This design comes from an exercise in tuning for small area, a short achievable clock period and few clock cycles on the open sky130 flow, not from production work. The RTL was checked by simulation tests, not by an equivalence proof against the original design. Power and IR drop assume default switching activity.

// mu0
module mu0 (
    input clk,
    input rst,
    input overrideMemControl,
    input overrideMemRnW,
    input [15:0] overrideMemAddr,
    input [15:0] overrideMemDataIn,
    output [15:0] overrideMemDataOut,
    output reg done,
    input start,
    output reg [15:0] pc,
    output reg [15:0] acc
);
export LEC_CHECK = 0
export CAP_MARGIN = 20
export CORE_MARGIN = 2
export CORE_UTILIZATION = 30
export CTS_CLUSTER_DIAMETER = 110
export CTS_CLUSTER_SIZE = 27
export SETUP_SLACK_MARGIN = 2.65
export SLEW_MARGIN = 20
export SYNTH_HIERARCHICAL = 1
export SYNTH_MINIMUM_KEEP_SIZE = 0
create_clock -name core_clock -period 7.5 [get_ports {clk}]
run.sh (not shown) runs the stock make flow with config.mk's settings and CLKGATE_MAP_FILE= SYNTH_SCRIPT=/design/flow/synth_recipe.tcl, a recipe that flattens the netlist after the stock synthesis.
Testbench counts at the start, summed over its fixed seeds: cycles 16,649.
Next try:
Settings changed: CORE_UTILIZATION 30 to 45, CTS_CLUSTER_DIAMETER 110 to not set, CTS_CLUSTER_SIZE 27 to not set, SETUP_SLACK_MARGIN 2.65 to 2.5.
What happened: Sequential power barely changes; clock skew increases by 0.0034 ns; core utilization went up by 20 points; worst hold slack improved by 0.0031 ns; worst setup slack degrades by 0.078 ns.
Next try:
Settings changed: CORE_UTILIZATION 45 to 30.
Via count increases by about 2.3%; non-clock buffer count decreases by 4; final cell count increases by about 13%; setup slack gains 0.020 ns; routed wire length increases by 0.82%; synthesized area stays the same; global-route usage decreases by 11 points.
Next try:
Settings changed: CTS_CLUSTER_DIAMETER set to 80, CTS_CLUSTER_SIZE set to 20, SETUP_SLACK_MARGIN 2.5 to 2.65.
=>
- global-route usage goes down by 0.16 points
- via count stays flat
- sequential power stays flat
- maximum frequency is about the same
- clock skew barely changes
- combinational power goes up by about 7%
- setup slack gets better by 0.0066 ns

========
mu0, a different RTL version from the one above (not shown whole).
For scale: about 0.026 mm2 of cells after synthesis.
clock: 7.5 ns
lec_check: 0
cap_margin: 20
core_margin: 2
core_utilization: 30
cts_buf_list: sky130_fd_sc_hd__clkbuf_8
setup_slack_margin: 2.5
slew_margin: 20
synth_hierarchical: 1
synth_minimum_keep_size: 0
The baseline completed with no timing, DRC or antenna violations.
Testbench counts at the start, summed over its fixed seeds: cycles 16,649.
Edit:
Settings changed: CTS_BUF_LIST sky130_fd_sc_hd__clkbuf_8 to default.
Worst setup slack improved by 0.10 ns.
Wire length shrinks by 0.57%.
Sequential power barely changes.
Total power grows by 2.4%.
Global-route usage shrinks by 0.23 points.
Sequential share of layout area shrinks by 0.15 points.
Clock power grows by 11%.

========
wip/umber:
RTL: one of the versions met above, not the one the previous note started from.
For scale: roughly 26000 µm² of cells after synthesis.
==> flow/design.v (excerpt) <==
module mu0 (
    input clk,
    input rst,
    input overrideMemControl,
    input overrideMemRnW,
    input [15:0] overrideMemAddr,
    input [15:0] overrideMemDataIn,
    output [15:0] overrideMemDataOut,
    output reg done,
    input start,
    output reg [15:0] pc,
    output reg [15:0] acc
);
    reg [15:0] ir;
    reg accNz;   
    reg running;
    reg oldStart;
    wire restart = oldStart != start;
    wire [3:0] op = ir[15:12];
    wire taken = (op == 4'd4) ||
                 (op == 4'd5 && !acc[15]) ||
                 (op == 4'd6 && accNz);
    wire [4:0] seqAddr = pc[4:0] + {4'b0, op[3]};
    wire [4:0] fetchAddr = restart ? 5'd0 : (taken ? ir[4:0] : seqAddr);
    wire [15:0] nextPc = taken ? {4'b0, ir[11:0]} + 16'd1 : pc + (op[3] ? 16'd2 : 16'd1);
    wire we = running ? (op == 4'd1) : (overrideMemControl && !overrideMemRnW);
    wire [4:0] waddr = running ? ir[4:0] : overrideMemAddr[4:0];
    wire [15:0] wdata = running ? acc : overrideMemDataIn;
    reg [15:0] mem [0:31];
    always @(posedge clk) begin
        if (we) mem[waddr] <= wdata;
    end
    wire [511:0] words;
    genvar i;
    generate
        for (i = 0; i < 32; i = i + 1) begin : wd
            assign words[16*i +: 16] = mem[i];
        end
    endgenerate
    wire [15:0] fetchData;
    wire [15:0] operand;
    wire [31:0] selBlo, selBhi;
    seldual declo (.addr_a(overrideMemAddr[4:0]), .addr_b(ir[4:0]), .en_a(!running), .sel(selBlo));
  ...
clock: 7.5 ns
lec_check: 0
cap_margin: 20
core_margin: 2
core_utilization: 30
setup_slack_margin: 2.65
slew_margin: 20
synth_hierarchical: 1
synth_minimum_keep_size: 0
Testbench counts of wip/umber, summed over its fixed seeds: cycles 16,649.
The following lists how wip/willow was set up differently from wip/umber:
# wip/umber
export LEC_CHECK = 0
export CAP_MARGIN = 20
export CORE_MARGIN = 2
export CORE_UTILIZATION = 30
export SETUP_SLACK_MARGIN = 2.65
export SLEW_MARGIN = 20
export SYNTH_HIERARCHICAL = 1
export SYNTH_MINIMUM_KEEP_SIZE = 0
create_clock -name core_clock -period 7.5 [get_ports {clk}]
# wip/willow
export LEC_CHECK = 0
export CAP_MARGIN = 20
export CORE_MARGIN = 2
export CORE_UTILIZATION = 22
export SETUP_SLACK_MARGIN = 2.5
export SLEW_MARGIN = 20
export SYNTH_HIERARCHICAL = 1
export SYNTH_MINIMUM_KEEP_SIZE = 0
create_clock -name core_clock -period 7.5 [get_ports {clk}]
==> notes.md <==
[compare] base=wip/umber new=wip/willow: fraction of standard cell area that is sequential decreased by 2.3 points relative to the old numbers; register-to-register slack lost 0.12 ns; total power of the final layout increased 640 µW; routed metal-1 wirelength now larger. The lower clock network fraction of total power came out of wip/umber. wip/willow falls short of wip/umber in worst setup slack. [compare] base=wip/umber new=wip/willow: worst slack after detailed placement lost 0.020 ns, sequential power -about 1%, total setup buffers inserted after CTS now larger. The non-clock buffer count reported for wip/willow is greater than that of wip/umber by about 23%.
Relative to wip/willow, the following input files were edited for wip/juniper:
# wip/willow
export LEC_CHECK = 0
export CAP_MARGIN = 20
export CORE_MARGIN = 2
export CORE_UTILIZATION = 22
export SETUP_SLACK_MARGIN = 2.5
export SLEW_MARGIN = 20
export SYNTH_HIERARCHICAL = 1
export SYNTH_MINIMUM_KEEP_SIZE = 0
create_clock -name core_clock -period 7.5 [get_ports {clk}]
# wip/juniper
export LEC_CHECK = 0
export CAP_MARGIN = 20
export CORE_MARGIN = 2
export CORE_UTILIZATION = 30
export SETUP_SLACK_MARGIN = 2.8
export SLEW_MARGIN = 20
export SYNTH_HIERARCHICAL = 1
export SYNTH_MINIMUM_KEEP_SIZE = 0
create_clock -name core_clock -period 7.5 [get_ports {clk}]
==> notes.md <==
Delta (wip/juniper minus wip/willow): fraction of the cycle the final worst path needs went down by 3.7 points, number of tap cells added at floorplan shrank by 381.
Summary of wip/juniper over wip/willow: critical path data arrival time now smaller, number of diodes added for antenna fixing +2.
Inputs modified between wip/juniper and wip/quartz:
# wip/juniper
export LEC_CHECK = 0
export CAP_MARGIN = 20
export CORE_MARGIN = 2
export CORE_UTILIZATION = 30
export SETUP_SLACK_MARGIN = 2.8
export SLEW_MARGIN = 20
export SYNTH_HIERARCHICAL = 1
export SYNTH_MINIMUM_KEEP_SIZE = 0
create_clock -name core_clock -period 7.5 [get_ports {clk}]
# wip/quartz
export LEC_CHECK = 0
export CAP_MARGIN = 20
export CORE_MARGIN = 2
export CORE_UTILIZATION = 30
export CTS_CLUSTER_DIAMETER = 100
export CTS_CLUSTER_SIZE = 24
export SETUP_SLACK_MARGIN = 2.65
export SLEW_MARGIN = 20
export SYNTH_HIERARCHICAL = 1
export SYNTH_MINIMUM_KEEP_SIZE = 0
create_clock -name core_clock -period 7.5 [get_ports {clk}]
[summary]
Max clock network power share across wip/juniper and wip/quartz: wip/juniper
wip/quartz against wip/juniper: amount of wire on met2 after detailed routing lower; register-to-register slack lower; setup slack higher.
For wip/quartz, the top routing layer in use was met5, unlike wip/juniper, where it was met4.

==> afterwards: timing with drivers on the ports <==
No port has a modelled driver above. Below, the same layouts with a new extraction and two added sets of constraints. Step 1, drivers: a clkbuf_16 drives clk and a buf_2 each remaining input, both assumed. Step 2, shift: input delay + t, output delay - t, t = (earliest + latest rising clock arrival at the registers) / 2. This alone moves slack from input paths to output paths. Three values: ideal ports, drivers, drivers and shift; two values: the first two.
run	t, ns	setup WS [ns]	worst slew at a driven data input, ns
the first run of note 1	0.688	2.580 / 2.395 / 1.867	0.18
the second run of note 1	0.676	2.502 / 2.395 / 1.915	0.10
the third run of note 1	0.700	2.522 / 2.347 / 1.763	0.19
the fourth run of note 1	0.645	2.528 / 2.303 / 1.805	0.27
the first run of note 2	0.758	2.293 / 2.216 / 1.848	0.17
the second run of note 2	0.686	2.394 / 2.302 / 1.907	0.15
wip/umber	0.700	2.547 / 2.360 / 1.790	0.19
wip/willow	0.704	2.336 / 2.233 / 1.679	0.20
wip/juniper	0.701	2.610 / 2.346 / 1.808	0.30
wip/quartz	0.686	2.619 / 2.434 / 1.814	0.21
After both steps setup and hold are still met in every run listed. The setup slack of wip/quartz, which loses most, moves by -0.185 ns with the drivers and by -0.805 ns with both steps.
